This design comes from an exercise in tuning for small area on the open sky130 flow, not from production work. Only simulation tests tie the RTL to the original design; equivalence was not proved. Power and IR drop assume default switching activity.

Setup of v6:
==> flow/design.v <==
`timescale 1ns / 1ps
module main(
    clock, reset, instruction, in_pc, out_pc, alu_op, reg_dst, jumpp, branch, reg_write,  mem_read, mem_to_reg, mem_write, ALU_src,
    read_data1, read_data2, alu_control, alu_out, out_sign, out_put_mux, read_data, ram_reg, pc_add, jump_j
    );
    input clock;
    input reset;
    input wire [7:0] instruction;
    output wire [7:0] in_pc;
    output reg  [7:0] out_pc;
    output wire [1:0] alu_op;
    output wire reg_dst, jumpp, branch, reg_write, mem_read, mem_to_reg, mem_write, ALU_src;
    output wire [7:0] read_data1, read_data2;
    output wire [2:0] alu_control;
    output wire [7:0] alu_out, out_sign, out_put_mux, read_data, ram_reg, pc_add, jump_j;
    wire [2:0] op = instruction[7:5];
    wire b4 = instruction[4];
    wire b3 = instruction[3];
    wire [2:0] f = instruction[2:0];
    wire is_lw   = (op == 3'b001);
    wire is_sw   = (op == 3'b010);
    wire is_j    = (op == 3'b011);
    wire is_rr   = (op == 3'b100) | (op == 3'b110);
    wire is_addi = (op == 3'b101);
    assign reg_dst    = is_rr;
    assign reg_write  = is_lw | is_rr | is_addi;
    assign mem_read   = is_lw;
    assign mem_to_reg = is_lw;
    assign mem_write  = is_sw;
    assign ALU_src    = is_lw | is_sw | is_addi;
    assign jumpp      = is_j;
    assign branch     = 1'b0;
    assign alu_op     = {is_rr | is_addi, is_j | is_addi};
    wire f000 = (f == 3'b000);
    wire f010 = (f == 3'b010);
    assign alu_control = is_rr ? {1'b0, f010, f000} : {1'b0, is_j, ~is_j};
    reg [7:0] r0, r1;
    assign read_data1 = b3 ? r1 : r0;
    assign read_data2 = b4 ? r1 : r0;
    assign out_sign    = {5'b0, f};
    assign out_put_mux = ALU_src ? out_sign : read_data2;
    wire alu_sub = alu_control[1];
    wire [7:0] alu_sum = read_data1 + (out_put_mux ^ {8{alu_sub}}) + {7'd0, alu_sub};
    assign alu_out = (alu_control[0] | alu_control[1]) ? alu_sum : 8'd0;
    wire [3:0] rlo = b3 ? r1[3:0] : r0[3:0];
    wire [4:0] lsum = {1'b0, rlo} + {2'b0, f};
    wire c4 = lsum[4];
    wire [15:0] hd0, hd1;
    wire [15:0] lo_n, hr_n;    
    genvar i, b;
    generate
        for (i = 0; i < 16; i = i + 1) begin : pd
            assign hd0[i] = (r0[7:4] == i);
            assign hd1[i] = (r1[7:4] == i);
            assign lo_n[i] = ~(lsum[3:0] == i);
            assign hr_n[i] = ~(c4 ? (b3 ? hd1[(i + 15) % 16] : hd0[(i + 15) % 16])
                                  : (b3 ? hd1[i] : hd0[i]));
        end
    endgenerate
    reg [7:0] mem [0:255];
    wire [7:0] mem_q;      
    wire [7:0] wdata = mem_write ? read_data2 : mem_q;
    wire [255:0] sel, sel_w;    
    generate
        for (i = 0; i < 256; i = i + 1) begin : g
            cell_nor2 u_sel (.a(hr_n[i/16]), .b(lo_n[i%16]), .y(sel[i]));
            cell_nor2 u_selw (.a(hr_n[i/16]), .b(lo_n[i%16]), .y(sel_w[i]));
            always @(posedge clock)
                if (sel_w[i]) mem[i] <= wdata;
        end
    endgenerate
    wire [7:0] rd;
    generate
        for (b = 0; b < 8; b = b + 1) begin : rb
            wire [85:0] l1_n;
            for (i = 0; i < 85; i = i + 1) begin : l1
                cell_aoi222 u (.a0(sel[3*i]), .b0(mem[3*i][b]), .a1(sel[3*i+1]), .b1(mem[3*i+1][b]),
                               .a2(sel[3*i+2]), .b2(mem[3*i+2][b]), .y(l1_n[i]));
            end
            cell_nand2 u_l1_last (.a(sel[255]), .b(mem[255][b]), .y(l1_n[85]));
            wire [21:0] l2;
            for (i = 0; i < 21; i = i + 1) begin : l2g
                cell_nand4 u (.a(l1_n[4*i]), .b(l1_n[4*i+1]), .c(l1_n[4*i+2]), .d(l1_n[4*i+3]), .y(l2[i]));
            end
            cell_nand2 u_l2_last (.a(l1_n[84]), .b(l1_n[85]), .y(l2[21]));
            wire [10:0] l3_n;
            for (i = 0; i < 11; i = i + 1) begin : l3g
                cell_nor2 u (.a(l2[2*i]), .b(l2[2*i+1]), .y(l3_n[i]));
            end
            wire [2:0] l4;
            cell_nand4 u_l4a (.a(l3_n[0]), .b(l3_n[1]), .c(l3_n[2]), .d(l3_n[3]), .y(l4[0]));
            cell_nand4 u_l4b (.a(l3_n[4]), .b(l3_n[5]), .c(l3_n[6]), .d(l3_n[7]), .y(l4[1]));
            cell_nand3 u_l4c (.a(l3_n[8]), .b(l3_n[9]), .c(l3_n[10]), .y(l4[2]));
            assign mem_q[b] = l4[0] | l4[1] | l4[2];
            assign rd[b] = mem_q[b] & mem_read;
        end
    endgenerate
    assign read_data = rd;
    assign ram_reg = mem_to_reg ? read_data : alu_out;
    assign pc_add = out_pc + 8'd1;
    assign jump_j = {3'b000, instruction[4:0]};
    assign in_pc  = jumpp ? jump_j : pc_add;
    always @(posedge clock) begin
        if (reset) begin
            out_pc <= 8'd0;
            r0 <= 8'd5;
            r1 <= 8'd1;
        end else begin
            out_pc <= in_pc;
            if (reg_write) begin
                if (b3) r1 <= ram_reg; else r0 <= ram_reg;
            end
        end
    end
endmodule
module cell_nor2 (input a, input b, output y);
    assign y = ~(a | b);
endmodule
module cell_nand2 (input a, input b, output y);
    assign y = ~(a & b);
endmodule
module cell_nand3 (input a, input b, input c, output y);
    assign y = ~(a & b & c);
endmodule
module cell_nand4 (input a, input b, input c, input d, output y);
    assign y = ~(a & b & c & d);
endmodule
module cell_aoi222 (input a0, input b0, input a1, input b1, input a2, input b2, output y);
    assign y = ~((a0 & b0) | (a1 & b1) | (a2 & b2));
endmodule
clock: 10.5 ns
lec_check: 0
cap_margin: 20
core_margin: 2
core_utilization: 55
cts_cluster_diameter: 150
cts_cluster_size: 24
setup_slack_margin: 0.1
slew_margin: 20
synth_hierarchical: 1
synth_minimum_keep_size: 0
run.sh (not shown) runs the stock make flow with config.mk's settings and CLKGATE_MAP_FILE= SYNTH_SCRIPT=/design/flow/synth_recipe.tcl, a recipe that flattens the netlist after the stock synthesis.
diff inputs: v6 => v7
diff --git a/flow/design.v b/flow/design.v
--- a/flow/design.v
+++ b/flow/design.v
@@ -47,7 +47,7 @@
     wire c4 = lsum[4];
     wire [15:0] hd0, hd1;
     wire [15:0] lo_n, hr_n;    
-    genvar i, b;
+    genvar i, j, b;
     generate
         for (i = 0; i < 16; i = i + 1) begin : pd
             assign hd0[i] = (r0[7:4] == i);
@@ -60,38 +60,36 @@
     reg [7:0] mem [0:255];
     wire [7:0] mem_q;      
     wire [7:0] wdata = mem_write ? read_data2 : mem_q;
-    wire [255:0] sel, sel_w;    
+    wire [255:0] we;
     generate
         for (i = 0; i < 256; i = i + 1) begin : g
-            cell_nor2 u_sel (.a(hr_n[i/16]), .b(lo_n[i%16]), .y(sel[i]));
-            cell_nor2 u_selw (.a(hr_n[i/16]), .b(lo_n[i%16]), .y(sel_w[i]));
+            cell_nor2 u_we (.a(hr_n[i/16]), .b(lo_n[i%16]), .y(we[i]));
             always @(posedge clock)
-                if (sel_w[i]) mem[i] <= wdata;
+                if (we[i]) mem[i] <= wdata;
         end
     endgenerate
+    wire [15:0] lo = ~lo_n;
     wire [7:0] rd;
     generate
         for (b = 0; b < 8; b = b + 1) begin : rb
-            wire [85:0] l1_n;
-            for (i = 0; i < 85; i = i + 1) begin : l1
-                cell_aoi222 u (.a0(sel[3*i]), .b0(mem[3*i][b]), .a1(sel[3*i+1]), .b1(mem[3*i+1][b]),
-                               .a2(sel[3*i+2]), .b2(mem[3*i+2][b]), .y(l1_n[i]));
+            wire [15:0] grp_n;
+            for (j = 0; j < 16; j = j + 1) begin : gr
+                wire [5:0] l1_n;
+                for (i = 0; i < 5; i = i + 1) begin : l1
+                    cell_aoi222 u (.a0(lo[3*i]), .b0(mem[16*j+3*i][b]), .a1(lo[3*i+1]), .b1(mem[16*j+3*i+1][b]),
+                                   .a2(lo[3*i+2]), .b2(mem[16*j+3*i+2][b]), .y(l1_n[i]));
+                end
+                cell_nand2 u_l1_last (.a(lo[15]), .b(mem[16*j+15][b]), .y(l1_n[5]));
+                wire x, y;
+                cell_nand3 u_x (.a(l1_n[0]), .b(l1_n[1]), .c(l1_n[2]), .y(x));
+                cell_nand3 u_y (.a(l1_n[3]), .b(l1_n[4]), .c(l1_n[5]), .y(y));
+                cell_o21ai u_g (.a1(x), .a2(y), .b1(~hr_n[j]), .y(grp_n[j]));
             end
-            cell_nand2 u_l1_last (.a(sel[255]), .b(mem[255][b]), .y(l1_n[85]));
-            wire [21:0] l2;
-            for (i = 0; i < 21; i = i + 1) begin : l2g
-                cell_nand4 u (.a(l1_n[4*i]), .b(l1_n[4*i+1]), .c(l1_n[4*i+2]), .d(l1_n[4*i+3]), .y(l2[i]));
+            wire [3:0] l3;
+            for (i = 0; i < 4; i = i + 1) begin : l3g
+                cell_nand4 u (.a(grp_n[4*i]), .b(grp_n[4*i+1]), .c(grp_n[4*i+2]), .d(grp_n[4*i+3]), .y(l3[i]));
             end
-            cell_nand2 u_l2_last (.a(l1_n[84]), .b(l1_n[85]), .y(l2[21]));
-            wire [10:0] l3_n;
-            for (i = 0; i < 11; i = i + 1) begin : l3g
-                cell_nor2 u (.a(l2[2*i]), .b(l2[2*i+1]), .y(l3_n[i]));
-            end
-            wire [2:0] l4;
-            cell_nand4 u_l4a (.a(l3_n[0]), .b(l3_n[1]), .c(l3_n[2]), .d(l3_n[3]), .y(l4[0]));
-            cell_nand4 u_l4b (.a(l3_n[4]), .b(l3_n[5]), .c(l3_n[6]), .d(l3_n[7]), .y(l4[1]));
-            cell_nand3 u_l4c (.a(l3_n[8]), .b(l3_n[9]), .c(l3_n[10]), .y(l4[2]));
-            assign mem_q[b] = l4[0] | l4[1] | l4[2];
+            assign mem_q[b] = |l3;
             assign rd[b] = mem_q[b] & mem_read;
         end
     endgenerate
@@ -128,3 +126,6 @@
 module cell_aoi222 (input a0, input b0, input a1, input b1, input a2, input b2, output y);
     assign y = ~((a0 & b0) | (a1 & b1) | (a2 & b2));
 endmodule
+module cell_o21ai (input a1, input a2, input b1, output y);
+    assign y = ~((a1 | a2) & b1);
+endmodule
Notes after the runs:
v7 finished all stages; the layout is clean. In v7, non-clock inverter count in the final layout is higher than in v6. v7 vs. v6: post-route worst setup slack climbed 210 ps, count of clock-buffer cells in the layout dropped about 10%. Between v7 and v6, the net total in the final layout figures differ only marginally. Relative to v6, area growth from synthesis to layout has increased by 0.23 points in v7. Delta (v7 minus v6): data required time of the worst path roughly the same, number of placed instances, taps included roughly the same, weighted congestion at the end of routability-driven global placement lower, met2 demand-to-capacity share in global routing higher. Number of stages on the worst setup path: v7 vs v6 down 3. Global-route total usage across every layer sits higher in v7 than in v6. The power consumption reported for v7 is greater than that of v6 by about 4%.

separate check: timing with driven ports:
The flow's constraints put no driver on any port. The routed layouts listed below were extracted and timed again, unchanged, in two steps. Step 1 sets driving cells, clkbuf_16 on the clock port and buf_2 on the other inputs (assumed; they add their load-dependent delay and slew). Step 2 adds t to the input delays and takes it off the output delays; t is the mean of the earliest and latest rising clock arrival at the registers after step 1. Input paths then give back, and output paths get back, about the clock's delay inside the block. Slacks: ideal ports / drivers / drivers and shift; pairs: ideal ports / drivers.
run	t, ns	setup WS [ns]	latest minus earliest clock arrival (ns)	pins driven straight from the clock port
v6	0.807	0.207 / 0.183 / 0.183	0.038 / 0.038	1
v7	0.824	0.413 / 0.389 / 0.389	0.047 / 0.047	1
After both steps setup and hold are still met in every run listed.
